Context: an optimization exercise on an open-source flow, tuned for small area and a short achievable clock period. The choices shown serve that exercise and are no tape-out recipe. In this exercise RTL edits were held to simulation tests only and were not proved equivalent to the original.

==> flow/design.v (outline; a module is shown in full before it is edited, if it fits) <==
// module fa: 6 lines
// module aoi21: 5 lines
// module oai21: 5 lines
// module nand2: 5 lines
// module nor2: 5 lines
// module xor2: 5 lines
// module xnor2: 5 lines
// module booth_enc: 7 lines
// module booth_sel: 5 lines
// module inv1: 5 lines
// module systolic_array: 22788 lines
module systolic_array(
    inp_west0, inp_west4, inp_west8, inp_west12,
    inp_north0, inp_north1, inp_north2, inp_north3,
    result0, result1, result2, result3, result4, result5, result6, result7,
    result8, result9, result10, result11, result12, result13, result14, result15,
    clk, rst, count
);
  // ...
==> flow/flow/run.sh <==
#!/bin/bash
# The standard layout, with plain buf_2 cells as the port buffers instead of the
# delay buffer that buffer_ports picks by default. Every port still gets a buffer.
set -euo pipefail
export BUFFER_PORTS_ARGS="-buffer_cell sky130_fd_sc_hd__buf_2"
bash standard.sh > standard_flow.log 2>&1
==> flow/standard.sh <==
#!/bin/bash
# synth_recipe.tcl (not shown) runs the flow's synth.tcl, then flattens the netlist and writes it again
# the make line also repeats each setting of config.mk as NAME=value (left out here)
make -C /OpenROAD-flow-scripts/flow DESIGN_CONFIG=/design/flow/config.mk WORK_HOME=/design/flow/orfs CLKGATE_MAP_FILE= SYNTH_SCRIPT=/design/flow/synth_recipe.tcl "${@:-finish}"
==> flow/config.mk <==
export PLATFORM = sky130hd
export DESIGN_NAME = systolic_array
export DESIGN_NICKNAME = systolic_array
export VERILOG_FILES = /design/flow/design.v
export SDC_FILE = /design/flow/constraint.sdc
export NUM_CORES = 4
export LEC_CHECK = 0
export CAP_MARGIN = 20
export CORE_MARGIN = 2
export CORE_UTILIZATION = 40
export SETUP_SLACK_MARGIN = 2.0
export SLEW_MARGIN = 20
export SYNTH_HIERARCHICAL = 1
export TNS_END_PERCENT = 0
==> flow/constraint.sdc <==
create_clock -name core_clock -period 7.0 [get_ports {clk}]
set_input_delay 1.4000 -clock core_clock [delete_from_list [all_inputs] [get_ports {clk}]]
set_output_delay 1.4000 -clock core_clock [all_outputs]
set_load 0.01 [all_outputs]
==> metrics.md, run 1 <==
| Metric | Value |
|---|---|
| Setup crit start | `inp_north0[2]` |
| Status | `complete, no violations` |
| Fraction of area in multi-input gates | `74.3%` |
| Commonest non-fill, non-tap cell in the layout | `xnor2_1` |
| Largest net degree at the start of global routing | `149` |
| GR Util All Layers | `25.8%` |
| Antenna violation net count after detailed routing | `0` |
| Hold Fails Final Rpt | `0` |
| Initial Utilization | `40.1%` |
| Multiplexer share of the synthesized area | `0%` |
| Post-Route Utilization | `44.2%` |
| Sequential area share after synthesis | `13.6%` |
| Worst-path clk slew | `0.06 ns` |
| Seq cells post-synth | `1040` |
| Initial drt markers | `10600` |
| Synth async-reset ratio | `0%` |
| Ratio of cells with drive above 1 in the final layout | `18.0%` |
| Core Box Area | `0.381 mm2` |
| Pre-CTS setup slack | `0.569 ns` |
| Max-slew violation count | `0` |
| Worst Hold Path EP | `count[0]` |
| Syn avg cell area | `9.11 um2` |
| Tap cells | `5038` |
| #MultiIn Comb | `13600` |
| Worst hold path class | `register to register` |
| Setup slack, reg-to-reg | `2.02 ns` |
| Post-Route WL | `514 mm` |
| Vias post-DR | `120000` |
| Post-synthesis xor/xnor area fraction | `17.7%` |
| Port Buffer Count | `649` |
| Worst skew pair latency | `0.94 ns` |
| Fraction of the mapped netlist area in simple logic gates | `11.0%` |
| CP max stage delay | `0.64 ns` |
| Routability cong. | `0.966` |
| Row count | `227` |
==> run 2, diff against run 1 <==
==> flow/run.sh (new file) <==
#!/bin/bash
# synth_recipe.tcl (not shown) runs the flow's synth.tcl, then flattens the netlist and writes it again
# the make line also repeats each setting of config.mk as NAME=value (left out here)
make -C /OpenROAD-flow-scripts/flow DESIGN_CONFIG=/design/flow/config.mk WORK_HOME=/design/flow/orfs CLKGATE_MAP_FILE= SYNTH_SCRIPT=/design/flow/synth_recipe.tcl finish
removed: flow/flow/run.sh
removed: flow/standard.sh
==> run 2 against run 1 <==
Largest cell class unchanged. Synthesized cell count is the same. First-iteration DRC count is 2.6% higher. Cell count rose by 0.99%. Global-route usage rose by 0.24 points. Clock skew is 0.030 ns lower. Worst hold slack improved by 0.0041 ns.
==> metrics.md, run 2 <==
| Metric | Value |
|---|---|
| Slew @ Worst Pin | `1.14 ns` |
| Worst r2r path cells | `19` |
| Unrepaired setup endpoints after global routing | `yes` |
| Pre-CTS setup slack | `0.263 ns (-0.306 ns)` |
| Mapped Cells | `16800` |
| NumNets Final | `20000` |
| Vias per Instance | `5.44` |
| Post-synth top area share | `28.9%` |
| CP delay by family, top | `adder cells` |
| Post-Route WL | `520 mm (+1.2%)` |
| Status | `complete, no violations` |
| First-pass DRT Iterations | `6` |
| R2R Path Start | `z15` |
| Hold Fails Final Rpt | `0 (unchanged)` |
| Worst path required time | `7.74 ns` |
| Clock Sinks | `1040` |
| Initial antenna violation count | `37` |
| Maxcap violations | `0` |
| Clock Path Buffers | `4` |
| Antenna violation net count after detailed routing | `0 (unchanged)` |
| First-pass GRT wire length | `781 mm` |
| Port Buffer Count | `649 (unchanged)` |
| Worst path bufs/invs | `4` |
| Minimum clock period | `5.09 ns` |
| Top_reg_cell synth | `dfxtp_1` |
| Initial drt markers | `10800 (+2.6%)` |
| Commonest non-fill, non-tap cell in the layout | `xnor2_1` |
| Die ar. | `0.387 mm2` |
| Clock H-tree levels | `4` |
| Worst hold path class | `register to register` |
| Synth cell count leaders | `xnor2_1 (2431), fa_1 (2208), a22oi_1 (1920)` |
| Setup slack, reg-to-reg | `1.99 ns (-0.03 ns)` |
| GR Util All Layers | `26.1% (+0.24 points)` |
| Critical path peak fanout | `6` |
| Detailed placement HPWL | `404 mm` |
| Final Setup Violations | `0` |
| Setup crit start | `inp_north0[10]` |
| WS Path Type | `primary input to register` |
| Crit path capture | `acc0[25]` |
| Fin Hold WS | `0.484 ns` |
| Largest net degree at the start of global routing | `146 (-2.0%)` |
| CTS tree | `yes` |
| Max Clock Freq | `196 MHz` |
| Area Overhead vs Synth | `13.1%` |
| Routability cong. | `0.970 (+0.38%)` |
| Worst setup EP type | `register` |
| Seq cells post-synth | `1040 (unchanged)` |
| Hold Buf Count CTS | `0` |
| Mapped cell area | `0.153 mm2` |
| CTS buffer count | `147` |
| Clock skew | `0.0520 ns` |
| Die Ht | `622 um` |
| Num ports | `1290` |
| Worst-path clk slew | `0.06 ns (about the same)` |
| Syn avg cell area | `9.11 um2 (unchanged)` |
| Ranking of synthesized cells by area | `fa_1 (29%), xnor2_1 (14%), dfxtp_1 (14%), a22oi_1 (9.4%), ha_1 (4.5%)` |
| Row count | `227 (unchanged)` |
| Leading cell types in the layout, fill and taps excluded | `xnor2_1 (2408), fa_1 (2143), a22oi_1 (1896)` |
| EDFF count, synth | `0` |
| Crit-path most repeated cell | `fa_1` |
| Core Box Area | `0.381 mm2 (unchanged)` |
| Cell Area, Placed | `0.164 mm2` |
| Routed len/inst | `23.4 um` |
| CTS root buffer | `clkbuf_16` |
| Drc violations | `0` |
| Ratio of cells with drive above 1 in the final layout | `15.5% (-2.5 points)` |
| Critical path depth in cells | `19` |
| Sequential area share after synthesis | `13.6% (unchanged)` |
| Worst Setup Start Kind | `primary input` |
| Final WS setup | `1.91 ns` |
| Yosys cell types | `35` |
| Tcrit/Tclk final | `72.7%` |
| Cell accounting for the most synthesized area | `fa_1` |
| Setup TNS | `0 ns` |
| Worst slew margin | `23.9%` |
| Crit path cell chain | `clkdlybuf4s15_2, ha_4, nand2b_4, clkinvlp_4, buf_12, xnor2_2, fa_1, fa_1, fa_2, fa_1, fa_2, nor2_4, nor2_1, buf_4, a21oi_4, o21ai_1, a21oi_2, o21ai_2, xor2_1` |
| Die width | `622 um` |
| WP data arrival | `5.83 ns` |
| Worst skew pair latency | `0.90 ns (-0.04 ns)` |
| Fin area | `0.173 mm2` |
| CP max stage delay | `0.59 ns (-0.05 ns)` |
| Vias in the first global route | `123000` |
| Slowest cell on the critical path | `fa_1` |
| Yosys warnings | `7` |
| Reg-to-Reg End | `acc3[30]` |
| Max-slew violation count | `0 (unchanged)` |
| Most common cell in the synthesized netlist | `xnor2_1` |
| Remaining Overflow, GRT | `0` |
| Initial Utilization | `40.1% (unchanged)` |
| Vias post-DR | `121000 (+0.56%)` |
| Synth async-reset ratio | `0% (unchanged)` |
## run 2: cell counts after synthesis
No cell type changed its count.
## run 2: cell type report
type | count | area [um2]
fill | 36900 | 208000
multi-input combinational | 13600 | 125000
sequential | 1040 | 21100
timing repair buffer | 1233 | 11500
tap | 5038 | 6300
clock buffer | 179 | 4010
inverter | 1008 | 3810
clock inverter | 82 | 993
antenna | 15 | 37.5
## run 2: logic make-up (layout without fill, tap and decap cells)
logic type	after synthesis	in the layout	synth area share, %
flip-flops	1040	1040	13.6
other	1	527	0.00245
AND/OR/NAND/NOR	3675	3675	11.0
adder cells (fa/ha/maj)	2756	2756	33.4
AO/OA/AOI/OAI	3561	3562	16.5
XOR/XNOR	3090	3090	17.7
buffers and inverters	2668	2502	7.87
## run 2: tightest hold or removal path: cells and delay by family (launching register included)
kind | cells | cell delay (ns)
flops | 1 | 0.32
compound gates | 2 | 0.11
## run 2: metrics by stage
step | instances | util (%)
after CTS | 22100 | 44.7
after global placement | 21800 | 42.9
after detailed placement | 21800 | 42.9
after global routing | 22200 | 45.3
final | 22200 | 45.3
after floorplan | 17300 | -
## run 2: worst min-delay path by stage
stage | start | endpoint | slack [ns] | depth (start not counted)
finish | count[7] | count[7] | 0.48 | 2
global route | count[0] | count[0] | 0.51 | 1
CTS | count[7] | count[7] | 0.48 | 2
detailed placement | count[7] | count[7] | 0.47 | 2
global placement | count[7] | count[7] | 0.47 | 2
floorplan | count[0] | count[0] | 0.48 | 1
## run 2: what timing repair did
item,4_1_cts,5_1_grt
cloned,7,10
resized for setup,701,835
setup endpoints to repair,284,265
pin swaps,24,133
setup buffers,30,46
## run 2: Yosys stat by module, one instance, submodules excluded, a selection
module	area, um2	times used	flip-flops and latches	cells inside
aoi21	8.76	672	0	1
fa	20.0	2208	0	1
inv1	3.75	528	0	1
nand2	3.75	992	0	1
oai21	5.00	928	0	1
systolic_array	62100	1	1040	7383
xnor2	8.76	2352	0	1
xor2	8.76	656	0	1
## run 2: layer usage
| metal | track usage, % | part of all wire, % |
|---|---|---|
| met3 | 5.55 | 8.7 |
| met1 | 35.3 | 42 |
| met5 | 0.0494 | 0.038 |
| met2 | 40.8 | 45 |
| met4 | 9.78 | 4.3 |

[separate check: timing with driven ports]
Ports are ideal in the flow. The routed layouts listed here were re-timed in OpenROAD. Step 1 sets driving cells, clkbuf_16 on the clock port and buf_2 on the other inputs (assumed; they add their load-dependent delay and slew). Step 2 moves the port delays by t, midway between the first and last clock arrival at a register: inputs arrive t later, outputs are due t later. That takes back most of the time a late clock gives input paths. a / b / c = no drivers / after step 1 / after step 2; a / b = the first two.
run	shift t [ns]	slack for setup (ns)	worst hold slack (ns)	worst register clock-pin slew, ns	worst slew at a driven data input, ns
run 1	0.998	1.953 / 2.016 / 1.027	0.480 / 0.480 / 0.480	0.07 / 0.07	0.15
run 2	0.965	1.911 / 1.959 / 0.994	0.484 / 0.484 / 0.484	0.07 / 0.07	0.18
After both steps setup and hold are still met in every run listed. The setup slack of run 1, which loses most, moves by +0.063 ns with the drivers and by -0.926 ns with both steps.
